What follows belongs to an exercise in optimizing a design on an open flow for small area, a short achievable clock period and few clock cycles per item; a production flow would make more cautious choices. The RTL was checked by simulation tests, not by an equivalence proof against the original design. Power figures rest on the tool's default switching activity, not on a simulated workload.

<file path="flow/design.v">
module magma (
    input  wire         clk,
    input  wire         reset_,
    input  wire         start,
    input  wire [63:0]  data_in,
    input  wire [255:0] key,
    input  wire         encr_decr,
    output wire [63:0]  data_out,
    output reg          done
);
    reg  [31:0] left, right;    
    reg  [31:0] rkey;           
    reg  [4:0]  round;          
    reg         busy;
    reg         en_de;          
    wire [7:0]  ng, np;
    wire [31:0] s0, s1;
    wire [4:0] ns0 = right[3:0] + rkey[3:0];
    assign s0[3:0] = ns0[3:0];
    assign s1[3:0] = right[3:0] + rkey[3:0] + 4'd1;
    assign ng[0] = ns0[4];
    assign np[0] = &(right[3:0] ^ rkey[3:0]);
    wire [4:0] ns1 = right[7:4] + rkey[7:4];
    assign s0[7:4] = ns1[3:0];
    assign s1[7:4] = right[7:4] + rkey[7:4] + 4'd1;
    assign ng[1] = ns1[4];
    assign np[1] = &(right[7:4] ^ rkey[7:4]);
    wire [4:0] ns2 = right[11:8] + rkey[11:8];
    assign s0[11:8] = ns2[3:0];
    assign s1[11:8] = right[11:8] + rkey[11:8] + 4'd1;
    assign ng[2] = ns2[4];
    assign np[2] = &(right[11:8] ^ rkey[11:8]);
    wire [4:0] ns3 = right[15:12] + rkey[15:12];
    assign s0[15:12] = ns3[3:0];
    assign s1[15:12] = right[15:12] + rkey[15:12] + 4'd1;
    assign ng[3] = ns3[4];
    assign np[3] = &(right[15:12] ^ rkey[15:12]);
    wire [4:0] ns4 = right[19:16] + rkey[19:16];
    assign s0[19:16] = ns4[3:0];
    assign s1[19:16] = right[19:16] + rkey[19:16] + 4'd1;
    assign ng[4] = ns4[4];
    assign np[4] = &(right[19:16] ^ rkey[19:16]);
    wire [4:0] ns5 = right[23:20] + rkey[23:20];
    assign s0[23:20] = ns5[3:0];
    assign s1[23:20] = right[23:20] + rkey[23:20] + 4'd1;
    assign ng[5] = ns5[4];
    assign np[5] = &(right[23:20] ^ rkey[23:20]);
    wire [4:0] ns6 = right[27:24] + rkey[27:24];
    assign s0[27:24] = ns6[3:0];
    assign s1[27:24] = right[27:24] + rkey[27:24] + 4'd1;
    assign ng[6] = ns6[4];
    assign np[6] = &(right[27:24] ^ rkey[27:24]);
    wire [4:0] ns7 = right[31:28] + rkey[31:28];
    assign s0[31:28] = ns7[3:0];
    assign s1[31:28] = right[31:28] + rkey[31:28] + 4'd1;
    assign ng[7] = ns7[4];
    assign np[7] = &(right[31:28] ^ rkey[31:28]);
    wire g10 = ng[1] | np[1] & ng[0];
    wire g32 = ng[3] | np[3] & ng[2];
    wire p32 = np[3] & np[2];
    wire g54 = ng[5] | np[5] & ng[4];
    wire p54 = np[5] & np[4];
    wire g30 = g32 | p32 & g10;
    wire g20 = ng[2] | np[2] & g10;
    wire g40 = ng[4] | np[4] & g30;
    wire g50 = g54 | p54 & g30;
    wire g60 = ng[6] | np[6] & g50;
    wire [7:0] cin = {g60, g50, g40, g30, g20, g10, ng[0], 1'b0};
    reg  [31:0] sub0, sub1;
    wire [31:0] sub0_w;
    magma_sbox0 u_sub00 (.x(s0[3:0]), .y(sub0_w[3:0]));
    magma_sbox1 u_sub01 (.x(s0[7:4]), .y(sub0_w[7:4]));
    magma_sbox2 u_sub02 (.x(s0[11:8]), .y(sub0_w[11:8]));
    magma_sbox3 u_sub03 (.x(s0[15:12]), .y(sub0_w[15:12]));
    magma_sbox4 u_sub04 (.x(s0[19:16]), .y(sub0_w[19:16]));
    magma_sbox5 u_sub05 (.x(s0[23:20]), .y(sub0_w[23:20]));
    magma_sbox6 u_sub06 (.x(s0[27:24]), .y(sub0_w[27:24]));
    magma_sbox7 u_sub07 (.x(s0[31:28]), .y(sub0_w[31:28]));
    always @* sub0 = sub0_w;
    wire [31:0] sub1_w;
    magma_sbox0 u_sub10 (.x(s1[3:0]), .y(sub1_w[3:0]));
    magma_sbox1 u_sub11 (.x(s1[7:4]), .y(sub1_w[7:4]));
    magma_sbox2 u_sub12 (.x(s1[11:8]), .y(sub1_w[11:8]));
    magma_sbox3 u_sub13 (.x(s1[15:12]), .y(sub1_w[15:12]));
    magma_sbox4 u_sub14 (.x(s1[19:16]), .y(sub1_w[19:16]));
    magma_sbox5 u_sub15 (.x(s1[23:20]), .y(sub1_w[23:20]));
    magma_sbox6 u_sub16 (.x(s1[27:24]), .y(sub1_w[27:24]));
    magma_sbox7 u_sub17 (.x(s1[31:28]), .y(sub1_w[31:28]));
    always @* sub1 = sub1_w;
    reg  [31:0] sub;
    integer b;
    always @* begin
        for (b = 0; b < 32; b = b + 1)
            sub[b] = cin[b / 4] ? sub1[b] : sub0[b];
    end
    wire [31:0] fout = {sub[20:0], sub[31:21]};    
    reg  [7:0] ksel;
    wire [4:0] r2   = round + 5'd2;
    wire       rev  = en_de ? (r2[4:3] == 2'b11) : (r2[4:3] != 2'b00);
    wire [2:0] idx  = rev ? ~r2[2:0] : r2[2:0];
    always @(posedge clk or negedge reset_)
        if (~reset_)
            ksel <= 8'b0000_0001;
        else if (start)
            ksel <= 8'b0000_0010;
        else if (busy && round != 5'd31)
            ksel <= 8'b1 << idx;
        else
            ksel <= 8'b0000_0001;
    reg  [31:0] kmux;
    integer k;
    always @* begin
        kmux = 32'b0;
        for (k = 0; k < 8; k = k + 1)
            kmux = kmux | (key[255 - 32 * k -: 32] & {32{ksel[k]}});
    end
    always @(posedge clk)
        rkey <= kmux;
    always @(posedge clk)
        if (start) begin
            left  <= data_in[63:32];
            right <= data_in[31:0];
        end else if (busy) begin
            left  <= right;
            right <= left ^ fout;
        end
    assign data_out = {right, left};
    always @(posedge clk)
        if (start) begin
            round <= 5'd0;
            en_de <= encr_decr;
        end else if (busy)
            round <= round + 5'd1;
    always @(posedge clk or negedge reset_)
        if (~reset_) begin
            busy <= 1'b0;
            done <= 1'b0;
        end else if (start) begin
            busy <= 1'b1;
            done <= 1'b0;
        end else if (busy && round == 5'd31) begin
            busy <= 1'b0;
            done <= 1'b1;
        end
endmodule
module magma_sbox0 (input wire [3:0] x, output reg [3:0] y);
    always @*
        case (x)
            4'h0: y = 4'hC;
            4'h1: y = 4'h4;
            4'h2: y = 4'h6;
            4'h3: y = 4'h2;
            4'h4: y = 4'hA;
            4'h5: y = 4'h5;
            4'h6: y = 4'hB;
            4'h7: y = 4'h9;
            4'h8: y = 4'hE;
            4'h9: y = 4'h8;
            4'hA: y = 4'hD;
            4'hB: y = 4'h7;
            4'hC: y = 4'h0;
            4'hD: y = 4'h3;
            4'hE: y = 4'hF;
            default: y = 4'h1;
        endcase
endmodule
module magma_sbox1 (input wire [3:0] x, output reg [3:0] y);
    always @*
        case (x)
            4'h0: y = 4'h6;
            4'h1: y = 4'h8;
            4'h2: y = 4'h2;
            4'h3: y = 4'h3;
            4'h4: y = 4'h9;
            4'h5: y = 4'hA;
            4'h6: y = 4'h5;
            4'h7: y = 4'hC;
            4'h8: y = 4'h1;
            4'h9: y = 4'hE;
            4'hA: y = 4'h4;
            4'hB: y = 4'h7;
            4'hC: y = 4'hB;
            4'hD: y = 4'hD;
            4'hE: y = 4'h0;
            default: y = 4'hF;
        endcase
endmodule
module magma_sbox2 (input wire [3:0] x, output reg [3:0] y);
    always @*
        case (x)
            4'h0: y = 4'hB;
            4'h1: y = 4'h3;
            4'h2: y = 4'h5;
            4'h3: y = 4'h8;
            4'h4: y = 4'h2;
            4'h5: y = 4'hF;
            4'h6: y = 4'hA;
            4'h7: y = 4'hD;
            4'h8: y = 4'hE;
            4'h9: y = 4'h1;
            4'hA: y = 4'h7;
            4'hB: y = 4'h4;
            4'hC: y = 4'hC;
            4'hD: y = 4'h9;
            4'hE: y = 4'h6;
            default: y = 4'h0;
        endcase
endmodule
module magma_sbox3 (input wire [3:0] x, output reg [3:0] y);
    always @*
        case (x)
            4'h0: y = 4'hC;
            4'h1: y = 4'h8;
            4'h2: y = 4'h2;
            4'h3: y = 4'h1;
            4'h4: y = 4'hD;
            4'h5: y = 4'h4;
            4'h6: y = 4'hF;
            4'h7: y = 4'h6;
            4'h8: y = 4'h7;
            4'h9: y = 4'h0;
            4'hA: y = 4'hA;
            4'hB: y = 4'h5;
            4'hC: y = 4'h3;
            4'hD: y = 4'hE;
            4'hE: y = 4'h9;
            default: y = 4'hB;
        endcase
endmodule
module magma_sbox4 (input wire [3:0] x, output reg [3:0] y);
    always @*
        case (x)
            4'h0: y = 4'h7;
            4'h1: y = 4'hF;
            4'h2: y = 4'h5;
            4'h3: y = 4'hA;
            4'h4: y = 4'h8;
            4'h5: y = 4'h1;
            4'h6: y = 4'h6;
            4'h7: y = 4'hD;
            4'h8: y = 4'h0;
            4'h9: y = 4'h9;
            4'hA: y = 4'h3;
            4'hB: y = 4'hE;
            4'hC: y = 4'hB;
            4'hD: y = 4'h4;
            4'hE: y = 4'h2;
            default: y = 4'hC;
        endcase
endmodule
module magma_sbox5 (input wire [3:0] x, output reg [3:0] y);
    always @*
        case (x)
            4'h0: y = 4'h5;
            4'h1: y = 4'hD;
            4'h2: y = 4'hF;
            4'h3: y = 4'h6;
            4'h4: y = 4'h9;
            4'h5: y = 4'h2;
            4'h6: y = 4'hC;
            4'h7: y = 4'hA;
            4'h8: y = 4'hB;
            4'h9: y = 4'h7;
            4'hA: y = 4'h8;
            4'hB: y = 4'h1;
            4'hC: y = 4'h4;
            4'hD: y = 4'h3;
            4'hE: y = 4'hE;
            default: y = 4'h0;
        endcase
endmodule
module magma_sbox6 (input wire [3:0] x, output reg [3:0] y);
    always @*
        case (x)
            4'h0: y = 4'h8;
            4'h1: y = 4'hE;
            4'h2: y = 4'h2;
            4'h3: y = 4'h5;
            4'h4: y = 4'h6;
            4'h5: y = 4'h9;
            4'h6: y = 4'h1;
            4'h7: y = 4'hC;
            4'h8: y = 4'hF;
            4'h9: y = 4'h4;
            4'hA: y = 4'hB;
            4'hB: y = 4'h0;
            4'hC: y = 4'hD;
            4'hD: y = 4'hA;
            4'hE: y = 4'h3;
            default: y = 4'h7;
        endcase
endmodule
module magma_sbox7 (input wire [3:0] x, output reg [3:0] y);
    always @*
        case (x)
            4'h0: y = 4'h1;
            4'h1: y = 4'h7;
            4'h2: y = 4'hE;
            4'h3: y = 4'hD;
            4'h4: y = 4'h0;
            4'h5: y = 4'h5;
            4'h6: y = 4'h8;
            4'h7: y = 4'h3;
            4'h8: y = 4'h4;
            4'h9: y = 4'hF;
            4'hA: y = 4'hA;
            4'hB: y = 4'h6;
            4'hC: y = 4'h9;
            4'hD: y = 4'hC;
            4'hE: y = 4'hB;
            default: y = 4'h2;
        endcase
endmodule
</file>
<file path="flow/flow/run.sh">
#!/bin/bash
# Standard ORFS layout (the standard.sh), with two changes:
#  - every port gets the smallest buffer (buf_1) instead of the default choice;
#  - synthesis does not extract half/full-adder cells (ADDER_MAP_FILE empty), so
#    ABC maps the adder and S-box logic itself.
set -euo pipefail
export BUFFER_PORTS_ARGS="-buffer_cell sky130_fd_sc_hd__buf_1"
bash standard.sh ADDER_MAP_FILE= > standard.log 2>&1
</file>
<file path="flow/standard.sh">
#!/bin/bash
# synth_recipe.tcl (not shown) runs the flow's synth.tcl, then flattens the netlist and writes it again
# the make line also repeats each setting of config.mk as NAME=value (left out here)
make -C /OpenROAD-flow-scripts/flow DESIGN_CONFIG=/design/flow/config.mk WORK_HOME=/design/flow/orfs CLKGATE_MAP_FILE= SYNTH_SCRIPT=/design/flow/synth_recipe.tcl "${@:-finish}"
</file>
<file path="flow/config.mk">
export PLATFORM = sky130hd
export DESIGN_NAME = magma
export DESIGN_NICKNAME = magma
export VERILOG_FILES = /design/flow/design.v
export SDC_FILE = /design/flow/constraint.sdc
export NUM_CORES = 4
export LEC_CHECK = 0
export CAP_MARGIN = 20
export CORE_MARGIN = 2
export CORE_UTILIZATION = 55
export SETUP_SLACK_MARGIN = 5
export SLEW_MARGIN = 20
export SYNTH_HIERARCHICAL = 1
</file>
<file path="flow/constraint.sdc">
create_clock -name core_clock -period 8.0 [get_ports {clk}]
set_input_delay 1.6000 -clock core_clock [delete_from_list [all_inputs] [get_ports {clk}]]
set_output_delay 1.6000 -clock core_clock [all_outputs]
set_load 0.01 [all_outputs]
</file>
==> impl_metrics.tcl, run 1 <==
set metrics [dict create \
    outcome "timing/DRC/antenna clean" \
    min_period_over_period 0.393 \
    finalClockSkew_ns 0.00963 \
    cts_tree "done" \
    startpoint_type "flip-flop" \
    post_drt_wl_per_cell_um 23.6 \
    p_clk_frac 0.083 \
    seq_area_frac_synth 0.307 \
    synth_edf_count 65 \
    crit_slowest_cell "edfxtp_1" \
    p_sw_mw 2.97 \
    grt_pass1_wl_um 56400 \
    synth_top_area_frac 0.204 \
    critPathMostFrequentCell "maj3_2" \
    insertion_delay_ns 0.37 \
    cp_num_buf_inv 0 \
    final_cell_count_no_fill 1682 \
    numCtsBuffers 9 \
    ios 389 \
    fin_nets 1760 \
    setup-tns-final_ns 0 \
    critPathRequiredTime_ns 8.24 \
    yosysTopAreaCell "edfxtp_1" \
    first_pass_iters 6 \
    seqPwrFrac 0.188 \
    power_frac_comb 0.729 \
    drc_errors 0 \
    yosys_register_bits 112 \
    crit_path_max_fanout 7 \
    worst_pin_slew_ns 0.986 \
    rsz0062_at_grt "yes" \
    end_kind "flip-flop" \
    drv_cap 0 \
    post-synth-top-count-cell "a22oi_1" \
    grt_antenna_before_repair 12 \
    dp.cells 1629 \
    root_buffer "clkbuf_16" \
    io_buffer_count 388 \
    yosys.cell_types.count 82 \
    finalCriticalPeriod_ns 3.14 \
    p_per_area_nw_per_um2 500 \
    relSlewSlack 0.343 \
    gp_congestion 1.01 \
    cts_buffer_depth 2 \
    synth.area.top_cells "edfxtp_1 (20%), a22oi_1 (10%), dfxtp_1 (7.7%)" \
    gr-usage-all-layers 0.415 \
    netlist_instances 1070 \
    max_freq_ghz 0.318 \
    slew_viol_final 0 \
    hp-class "flip-flop to flip-flop" \
    num_vias 10700 \
    yosys_warnings 15 \
    switching_share 0.494 \
    ys_async_sr_fraction 0.0893 \
    hold_violations 0 \
    viasPerCell 6.39 \
    p_leak_nw 4.28 \
    gr-total-overflow 0 \
    cp_cell_sequence "or2_4, maj3_2, maj3_2, xnor2_4, nand2b_4, a21oi_1, a22oi_2, or3b_4, a211o_1, nand3_1" \
    drive_gt1_frac 0.129 \
    setup_violations 0 \
    grt_pass1_vias 9271 \
    synth_commonest_cells "a22oi_1 (134), xnor2_1 (71), nand2_1 (68), edfxtp_1 (65), nor2_1 (51)" \
    rows 48 \
    arrival_ns 3.38 \
    drt_wl_total_um 39700 \
    cpPeakStageDelay_ns 0.48 \
    htree_levels 3 \
    area_growth_pct 25.3 \
    die_y_um 136 \
    ant_nets 0 \
    ys.flop_type "edfxtp_1" \
    cts.clk_slew.worst_paths_ns 0.09 \
    cp_top_family "simple AND/OR/NAND/NOR gates" \
    path_class "flip-flop to flip-flop" \
    clkSinkCount 112 \
    ir_drop_mv 0.263 \
    cts_hold_buffers 0 \
    die_area_um2 18500 \
    intPower_mw 3.04 \
    synth_nets 1394 \
    syn-cell-area_um2 9590 \
    initial_core_util 0.558 \
    die_w_um 136 \
    synth.avg_cell_area_um2 8.96 \
    place_hpwl_um 30900 \
    grt_max_degree 77 \
    drtIter0Drc 1121 \
    core-area_um2 17200 \
]
## sequential cells by signal, indices dropped and copies added (netlist names)
register	count
busy	1
done	1
en_de	1
ksel	8
left	32
right	32
rkey	32
round	5
## cell usage in the layout, fill, tap and decap left out, types with 9 or more instances in the layout
| cell | Yosys | layout |
|---|---|---|
| nand2b_1 | 24 | 22 |
| dfxtp_1 | 37 | 36 |
| a22oi_1 | 134 | 132 |
| nor3b_1 | 28 | 28 |
| mux2_2 | 29 | 29 |
| nor2_1 | 51 | 51 |
| diode_2 | 0 | 16 |
| nor3_1 | 10 | 9 |
| clkbuf_16 | 0 | 9 |
| mux2i_1 | 12 | 12 |
| a211o_1 | 11 | 11 |
| nand4_1 | 37 | 37 |
| o22ai_1 | 10 | 10 |
| a21oi_1 | 31 | 30 |
| xnor2_1 | 71 | 54 |
| nor2b_1 | 29 | 27 |
| a21o_1 | 11 | 10 |
| edfxtp_1 | 65 | 65 |
| maj3_2 | 4 | 15 |
| xor2_1 | 44 | 40 |
| buf_4 | 5 | 26 |
| dfrtp_1 | 9 | 9 |
| a211oi_1 | 16 | 15 |
| a221oi_2 | 8 | 9 |
| nand3_1 | 16 | 16 |
| a31oi_1 | 18 | 18 |
| nand2_1 | 68 | 68 |
| o21ai_0 | 37 | 33 |
| xnor2_2 | 0 | 13 |
| buf_1 | 5 | 387 |
| inv_1 | 48 | 48 |
## modules after synthesis, one instance, submodules excluded
module       cells  cell area, µm²  flops+latches
magma          809            7840            112
magma_sbox0     17             109              0
magma_sbox1     16             100              0
magma_sbox2     15             101              0
magma_sbox3     19             129              0
magma_sbox4     16             123              0
magma_sbox5     17             113              0
magma_sbox6     22             140              0
magma_sbox7     17             113              0
## power by group through the flow
stage	combinational, mW	sequential (mW)	clock (mW)
6_report	4.38	1.13	0.501
2_1_floorplan	3.17	1.08	0
3_3_place_gp	3.78	1.14	0
5_1_grt	4.76	1.14	0.521
4_1_cts	4.07	1.11	0.501
3_5_place_dp	3.87	1.14	0
## metal layers
layer,part of all wire,up-vias,wire [µm],track usage
met5,0.0011,-,42,0
met4,0.028,6,1110,0.143
met3,0.13,91,4970,0.0910
met2,0.45,660,17800,0.625
met1,0.40,5133,15800,0.587
li1,-,4853,-,-
## kinds of logic (layout without fill, tap and decap cells)
| family | Yosys count | count (layout) | synth area share |
|---|---|---|---|
| AOI/OAI and AO/OA | 354 | 354 | 0.281 |
| and+or+nand+nor | 311 | 311 | 0.183 |
| xor gates and xnor gates | 115 | 115 | 0.105 |
| buffers and inverters | 114 | 485 | 0.0521 |
| DFF | 112 | 112 | 0.307 |
| muxes | 43 | 43 | 0.0489 |
| adders and majority gates | 21 | 21 | 0.0228 |
| other | 0 | 16 | 0 |
## per-stage QoR
stage	hold WS, ns	power (mW)	utilization	area (µm²)	setup WS [ns]
floorplan	0.529	4.25	-	9650	5.01
global placement	0.492	4.92	0.649	11100	4.29
detailed placement	0.501	5.01	0.649	11100	4.26
CTS	0.518	5.69	0.680	11700	4.90
global route	0.535	6.42	0.698	12000	4.81
finish	0.522	6.01	0.700	12000	4.86
## worst min-delay path, cell delays in order (launching register included)
cell	delay, ns
dfrtp_1	0.37
a31oi_1	0.05
nor2_1	0.07
## what timing repair did
item	4_1_cts	5_1_grt
pin swaps	4	25
setup endpoints to repair	109	23
endpoints found under the hold margin	0	0
buffers inserted	13	8
gates resized for setup	22	44
## worst paths after layout
check / endpoint / startpoint / slack, ns / depth (start not counted)
worst max register to register: right[4]$_DFFE_PP_ / right[24]$_DFFE_PP_ / 4.86 / 10
min in group asynchronous: done$_DFFE_PN0P_ / reset_ / 1.23 / 1
worst max-delay path: right[4]$_DFFE_PP_ / right[24]$_DFFE_PP_ / 4.86 / 10
worst min register to register: done$_DFFE_PN0P_ / done$_DFFE_PN0P_ / 0.52 / 2
worst min-delay path: done$_DFFE_PN0P_ / done$_DFFE_PN0P_ / 0.52 / 2
max in group asynchronous: ksel[4]$_DFF_PN0_ / reset_ / 6.34 / 1
## area by class of cell
class / count / area [µm²]
antenna: 16 / 40.0
clock buffer: 9 / 225
clock inverter: 7 / 97.6
fill: 1466 / 5160
inverter: 52 / 195
multi-input combinational: 844 / 6520
sequential: 112 / 2950
tap: 225 / 282
timing repair buffer: 417 / 1710
Testbench counts, summed over its fixed seeds: cycles 13,056, items 384.
==> inputs of run 2 (changes only) <==
--- a/flow/design.v
+++ b/flow/design.v
@@ -15,45 +15,37 @@
     reg         en_de;          
     wire [7:0]  ng, np;
-    wire [31:0] s0, s1;
-    wire [4:0] ns0 = right[3:0] + rkey[3:0];
-    assign s0[3:0] = ns0[3:0];
-    assign s1[3:0] = right[3:0] + rkey[3:0] + 4'd1;
-    assign ng[0] = ns0[4];
-    assign np[0] = &(right[3:0] ^ rkey[3:0]);
-    wire [4:0] ns1 = right[7:4] + rkey[7:4];
-    assign s0[7:4] = ns1[3:0];
-    assign s1[7:4] = right[7:4] + rkey[7:4] + 4'd1;
-    assign ng[1] = ns1[4];
-    assign np[1] = &(right[7:4] ^ rkey[7:4]);
-    wire [4:0] ns2 = right[11:8] + rkey[11:8];
-    assign s0[11:8] = ns2[3:0];
-    assign s1[11:8] = right[11:8] + rkey[11:8] + 4'd1;
-    assign ng[2] = ns2[4];
-    assign np[2] = &(right[11:8] ^ rkey[11:8]);
-    wire [4:0] ns3 = right[15:12] + rkey[15:12];
-    assign s0[15:12] = ns3[3:0];
-    assign s1[15:12] = right[15:12] + rkey[15:12] + 4'd1;
-    assign ng[3] = ns3[4];
-    assign np[3] = &(right[15:12] ^ rkey[15:12]);
-    wire [4:0] ns4 = right[19:16] + rkey[19:16];
-    assign s0[19:16] = ns4[3:0];
-    assign s1[19:16] = right[19:16] + rkey[19:16] + 4'd1;
-    assign ng[4] = ns4[4];
-    assign np[4] = &(right[19:16] ^ rkey[19:16]);
-    wire [4:0] ns5 = right[23:20] + rkey[23:20];
-    assign s0[23:20] = ns5[3:0];
-    assign s1[23:20] = right[23:20] + rkey[23:20] + 4'd1;
-    assign ng[5] = ns5[4];
-    assign np[5] = &(right[23:20] ^ rkey[23:20]);
-    wire [4:0] ns6 = right[27:24] + rkey[27:24];
-    assign s0[27:24] = ns6[3:0];
-    assign s1[27:24] = right[27:24] + rkey[27:24] + 4'd1;
-    assign ng[6] = ns6[4];
-    assign np[6] = &(right[27:24] ^ rkey[27:24]);
-    wire [4:0] ns7 = right[31:28] + rkey[31:28];
-    assign s0[31:28] = ns7[3:0];
-    assign s1[31:28] = right[31:28] + rkey[31:28] + 4'd1;
-    assign ng[7] = ns7[4];
-    assign np[7] = &(right[31:28] ^ rkey[31:28]);
+    wire [31:0] sub0, sub1;
+    wire [3:0] s0_0, s1_0;
+    magma_nadd u_nadd0 (.a(right[3:0]), .b(rkey[3:0]), .s0(s0_0), .s1(s1_0), .g(ng[0]), .p(np[0]));
+    magma_sbox0 u_sb0_0 (.x(s0_0), .y(sub0[3:0]));
+    magma_sbox0 u_sb1_0 (.x(s1_0), .y(sub1[3:0]));
+    wire [3:0] s0_1, s1_1;
+    magma_nadd u_nadd1 (.a(right[7:4]), .b(rkey[7:4]), .s0(s0_1), .s1(s1_1), .g(ng[1]), .p(np[1]));
+    magma_sbox1 u_sb0_1 (.x(s0_1), .y(sub0[7:4]));
+    magma_sbox1 u_sb1_1 (.x(s1_1), .y(sub1[7:4]));
+    wire [3:0] s0_2, s1_2;
+    magma_nadd u_nadd2 (.a(right[11:8]), .b(rkey[11:8]), .s0(s0_2), .s1(s1_2), .g(ng[2]), .p(np[2]));
+    magma_sbox2 u_sb0_2 (.x(s0_2), .y(sub0[11:8]));
+    magma_sbox2 u_sb1_2 (.x(s1_2), .y(sub1[11:8]));
+    wire [3:0] s0_3, s1_3;
+    magma_nadd u_nadd3 (.a(right[15:12]), .b(rkey[15:12]), .s0(s0_3), .s1(s1_3), .g(ng[3]), .p(np[3]));
+    magma_sbox3 u_sb0_3 (.x(s0_3), .y(sub0[15:12]));
+    magma_sbox3 u_sb1_3 (.x(s1_3), .y(sub1[15:12]));
+    wire [3:0] s0_4, s1_4;
+    magma_nadd u_nadd4 (.a(right[19:16]), .b(rkey[19:16]), .s0(s0_4), .s1(s1_4), .g(ng[4]), .p(np[4]));
+    magma_sbox4 u_sb0_4 (.x(s0_4), .y(sub0[19:16]));
+    magma_sbox4 u_sb1_4 (.x(s1_4), .y(sub1[19:16]));
+    wire [3:0] s0_5, s1_5;
+    magma_nadd u_nadd5 (.a(right[23:20]), .b(rkey[23:20]), .s0(s0_5), .s1(s1_5), .g(ng[5]), .p(np[5]));
+    magma_sbox5 u_sb0_5 (.x(s0_5), .y(sub0[23:20]));
+    magma_sbox5 u_sb1_5 (.x(s1_5), .y(sub1[23:20]));
+    wire [3:0] s0_6, s1_6;
+    magma_nadd u_nadd6 (.a(right[27:24]), .b(rkey[27:24]), .s0(s0_6), .s1(s1_6), .g(ng[6]), .p(np[6]));
+    magma_sbox6 u_sb0_6 (.x(s0_6), .y(sub0[27:24]));
+    magma_sbox6 u_sb1_6 (.x(s1_6), .y(sub1[27:24]));
+    wire [3:0] s0_7, s1_7;
+    magma_nadd u_nadd7 (.a(right[31:28]), .b(rkey[31:28]), .s0(s0_7), .s1(s1_7), .g(ng[7]), .p(np[7]));
+    magma_sbox7 u_sb0_7 (.x(s0_7), .y(sub0[31:28]));
+    magma_sbox7 u_sb1_7 (.x(s1_7), .y(sub1[31:28]));
     wire g10 = ng[1] | np[1] & ng[0];
     wire g32 = ng[3] | np[3] & ng[2];
@@ -67,25 +59,4 @@
     wire g60 = ng[6] | np[6] & g50;
     wire [7:0] cin = {g60, g50, g40, g30, g20, g10, ng[0], 1'b0};
-    reg  [31:0] sub0, sub1;
-    wire [31:0] sub0_w;
-    magma_sbox0 u_sub00 (.x(s0[3:0]), .y(sub0_w[3:0]));
-    magma_sbox1 u_sub01 (.x(s0[7:4]), .y(sub0_w[7:4]));
-    magma_sbox2 u_sub02 (.x(s0[11:8]), .y(sub0_w[11:8]));
-    magma_sbox3 u_sub03 (.x(s0[15:12]), .y(sub0_w[15:12]));
-    magma_sbox4 u_sub04 (.x(s0[19:16]), .y(sub0_w[19:16]));
-    magma_sbox5 u_sub05 (.x(s0[23:20]), .y(sub0_w[23:20]));
-    magma_sbox6 u_sub06 (.x(s0[27:24]), .y(sub0_w[27:24]));
-    magma_sbox7 u_sub07 (.x(s0[31:28]), .y(sub0_w[31:28]));
-    always @* sub0 = sub0_w;
-    wire [31:0] sub1_w;
-    magma_sbox0 u_sub10 (.x(s1[3:0]), .y(sub1_w[3:0]));
-    magma_sbox1 u_sub11 (.x(s1[7:4]), .y(sub1_w[7:4]));
-    magma_sbox2 u_sub12 (.x(s1[11:8]), .y(sub1_w[11:8]));
-    magma_sbox3 u_sub13 (.x(s1[15:12]), .y(sub1_w[15:12]));
-    magma_sbox4 u_sub14 (.x(s1[19:16]), .y(sub1_w[19:16]));
-    magma_sbox5 u_sub15 (.x(s1[23:20]), .y(sub1_w[23:20]));
-    magma_sbox6 u_sub16 (.x(s1[27:24]), .y(sub1_w[27:24]));
-    magma_sbox7 u_sub17 (.x(s1[31:28]), .y(sub1_w[31:28]));
-    always @* sub1 = sub1_w;
     reg  [31:0] sub;
     integer b;
@@ -312,2 +283,17 @@
         endcase
 endmodule
+module magma_nadd (input wire [3:0] a, input wire [3:0] b,
+                   output wire [3:0] s0, output wire [3:0] s1, output wire g, output wire p);
+    wire [3:0] gk = a & b;
+    wire [3:0] pk = a ^ b;
+    wire c1 = gk[0];
+    wire c2 = gk[1] | pk[1] & gk[0];
+    wire c3 = gk[2] | pk[2] & gk[1] | pk[2] & pk[1] & gk[0];
+    wire d0 = gk[0] | pk[0];
+    wire d1 = gk[1] | pk[1] & d0;
+    wire d2 = gk[2] | pk[2] & gk[1] | pk[2] & pk[1] & d0;
+    assign s0 = pk ^ {c3, c2, c1, 1'b0};
+    assign s1 = pk ^ {d2, d1, d0, 1'b1};
+    assign g  = gk[3] | pk[3] & c3;
+    assign p  = &pk;
+endmodule
==> impl_metrics.tcl, run 2 <==
set metrics [dict create \
    syn-cell-area_um2 9450 \
    yosys_warnings 15 \
    critPathMostFrequentCell "xor2_1" \
    ant_nets 0 \
    drv_cap 0 \
    rsz0062_at_grt "yes" \
    io_buffer_count 388 \
    top_regs "left x32, right x32, rkey x32" \
    dp.cells 1604 \
    fin_util 0.691 \
    grt_antenna_before_repair 10 \
    hold_violations 0 \
    drc_errors 0 \
    place_hpwl_um 27400 \
    gp_congestion 0.930 \
    rrSetupSlack_ns 5.04 \
    worst_pin_slew_ns 1.02 \
    path_class "flip-flop to flip-flop" \
    cpPeakStageDelay_ns 0.52 \
    final_cell_count_no_fill 1640 \
    synth.avg_cell_area_um2 8.95 \
    end_kind "flip-flop" \
    gr-total-overflow 0 \
    cp_cell_sequence "xor2_1, inv_2, nor4_2, nand3_2, o221ai_4, buf_4, mux2i_1, xor2_1, o21ai_0" \
    root_buffer "clkbuf_16" \
    cts_tree "done" \
    relSlewSlack 0.319 \
    cts.clk_slew.worst_paths_ns 0.08 \
    num_vias 10000 \
    critPathRequiredTime_ns 8.11 \
    grt_max_degree 82 \
    p_per_area_nw_per_um2 498 \
    setup-tns-final_ns 0 \
    outcome "timing/DRC/antenna clean" \
    hp-class "flip-flop to flip-flop" \
    grt_pass1_wl_um 50600 \
    cts_hold_buffers 0 \
    core-area_um2 16700 \
    grt_pass1_vias 8941 \
    p_leak_nw 4.05 \
    viasPerCell 6.10 \
    drive_gt1_frac 0.110 \
    insertion_delay_ns 0.37 \
    netlist_instances 1056 \
    max_freq_ghz 0.338 \
    startpoint_type "flip-flop" \
    synth_nets 1380 \
    slew_viol_final 0 \
    fin_nets 1730 \
    finalCriticalPeriod_ns 2.96 \
    die_area_um2 18300 \
    nFillCells 1458 \
    min_period_over_period 0.370 \
    clkSinkCount 112 \
    initial_core_util 0.566 \
    first_pass_iters 5 \
    setup_violations 0 \
    finalClockSkew_ns 0.0104 \
    ios 389 \
    gr-usage-all-layers 0.370 \
    layout_commonest_cell "buf_1" \
    htree_levels 3 \
    total_power_mw 5.75 \
    arrival_ns 3.08 \
    rows 47 \
    drtIter0Drc 889 \
    die_w_um 135 \
    ir_drop_mv 0.241 \
    final_cell_mix "buf_1 (387), a22oi_1 (132), nand2_1 (90)" \
    numCtsBuffers 9 \
    die_y_um 135 \
    area_growth_pct 22.1 \
    crit_path_max_fanout 11 \
    crit_slowest_cell "edfxtp_1" \
    cts_buffer_depth 2 \
    post_drt_wl_per_cell_um 21.7 \
    drt_wl_total_um 35500 \
]
## run 2: cell type report
| class | count | area (µm²) | area share |
|---|---|---|---|
| multi-input combinational | 838 | 6210 | 0.538 |
| sequential | 112 | 2940 | 0.255 |
| timing repair buffer | 405 | 1640 | 0.142 |
| tap | 220 | 275 | 0.0238 |
| clock buffer | 10 | 250 | 0.0217 |
| inverter | 40 | 150 | 0.0130 |
| clock inverter | 6 | 46.3 | 0.00401 |
| antenna | 9 | 22.5 | 0.00195 |
## run 2: routing by layer
layer  part of all wire  GRT usage
met1               0.40      0.472
met2               0.47      0.591
met3              0.084     0.0890
met4              0.045      0.177
met5            0.00093          0
## run 2: final timing paths
path / from / endpoint / cells after the start
setup reg to reg: right[9]$_DFFE_PP_ / right[2]$_DFFE_PP_ / 9
hold reg to reg: done$_DFFE_PN0P_ / done$_DFFE_PN0P_ / 2
max in group asynchronous: reset_ / ksel[7]$_DFF_PN0_ / 1
hold / removal: done$_DFFE_PN0P_ / done$_DFFE_PN0P_ / 2
setup / recovery: right[9]$_DFFE_PP_ / right[2]$_DFFE_PP_ / 9
min in group asynchronous: reset_ / ksel[2]$_DFF_PN0_ / 1
## run 2: power breakdown
group          switching [mW]  internal, mW
clock network           0.237         0.235
registers               0.289         0.851
logic                    2.38          1.75
total                    2.91          2.83
## run 2: timing repair
item,in CTS,in global routing
endpoints found under the setup margin,96,19
hold endpoints to repair,0,0
pin swaps,2,3
gates resized for setup,10,19
setup buffers,2,6
gates cloned,1,2
## run 2: per-stage QoR
step	hold WS (ns)	instance area, µm²	setup slack [ns]
after CTS	0.519	11300	5.01
after detailed placement	0.493	10900	3.91
after global placement	0.497	10900	3.92
after floorplan	0.529	9470	5.01
final	0.518	11500	5.04
after global routing	0.563	11500	4.87
## run 2: worst max-delay path: cells and delay by family (launching register included)
kind            cells  cell delay (ns)
simple gates        2             0.68
mux                 1             0.24
compound gates      2             0.48
flops               1             0.52
buf+inv             2             0.28
xor+xnor            2             0.50
Testbench counts of run 2, summed over its fixed seeds: cycles 13,056, items 384.

## separate check: timing with driven ports
The flow's constraints put no driver on any port. The routed layouts listed below were extracted and timed again, unchanged, in two steps.
Step 1 sets driving cells, clkbuf_16 on the clock port and buf_2 on the other inputs (assumed; they add their load-dependent delay and slew).
Step 2 moves the port delays by t, midway between the first and last clock arrival at a register: inputs arrive t later, outputs are due t later. That takes back most of the time a late clock gives input paths.
Three values: ideal, step 1, step 2; two values: the first two.
| run | shift t [ns] | slack for setup (ns) | worst hold slack (ns) | worst slew at a driven data input, ns |
|---|---|---|---|---|
| run 1 | 0.411 | 4.860 / 4.860 / 4.674 | 0.522 / 0.522 / 0.522 | 0.18 |
| run 2 | 0.411 | 5.038 / 5.023 / 4.686 | 0.518 / 0.518 / 0.518 | 0.13 |
After both steps setup and hold are still met in every run listed. The setup slack of run 2, which loses most, moves by -0.015 ns with the drivers and by -0.352 ns with both steps.
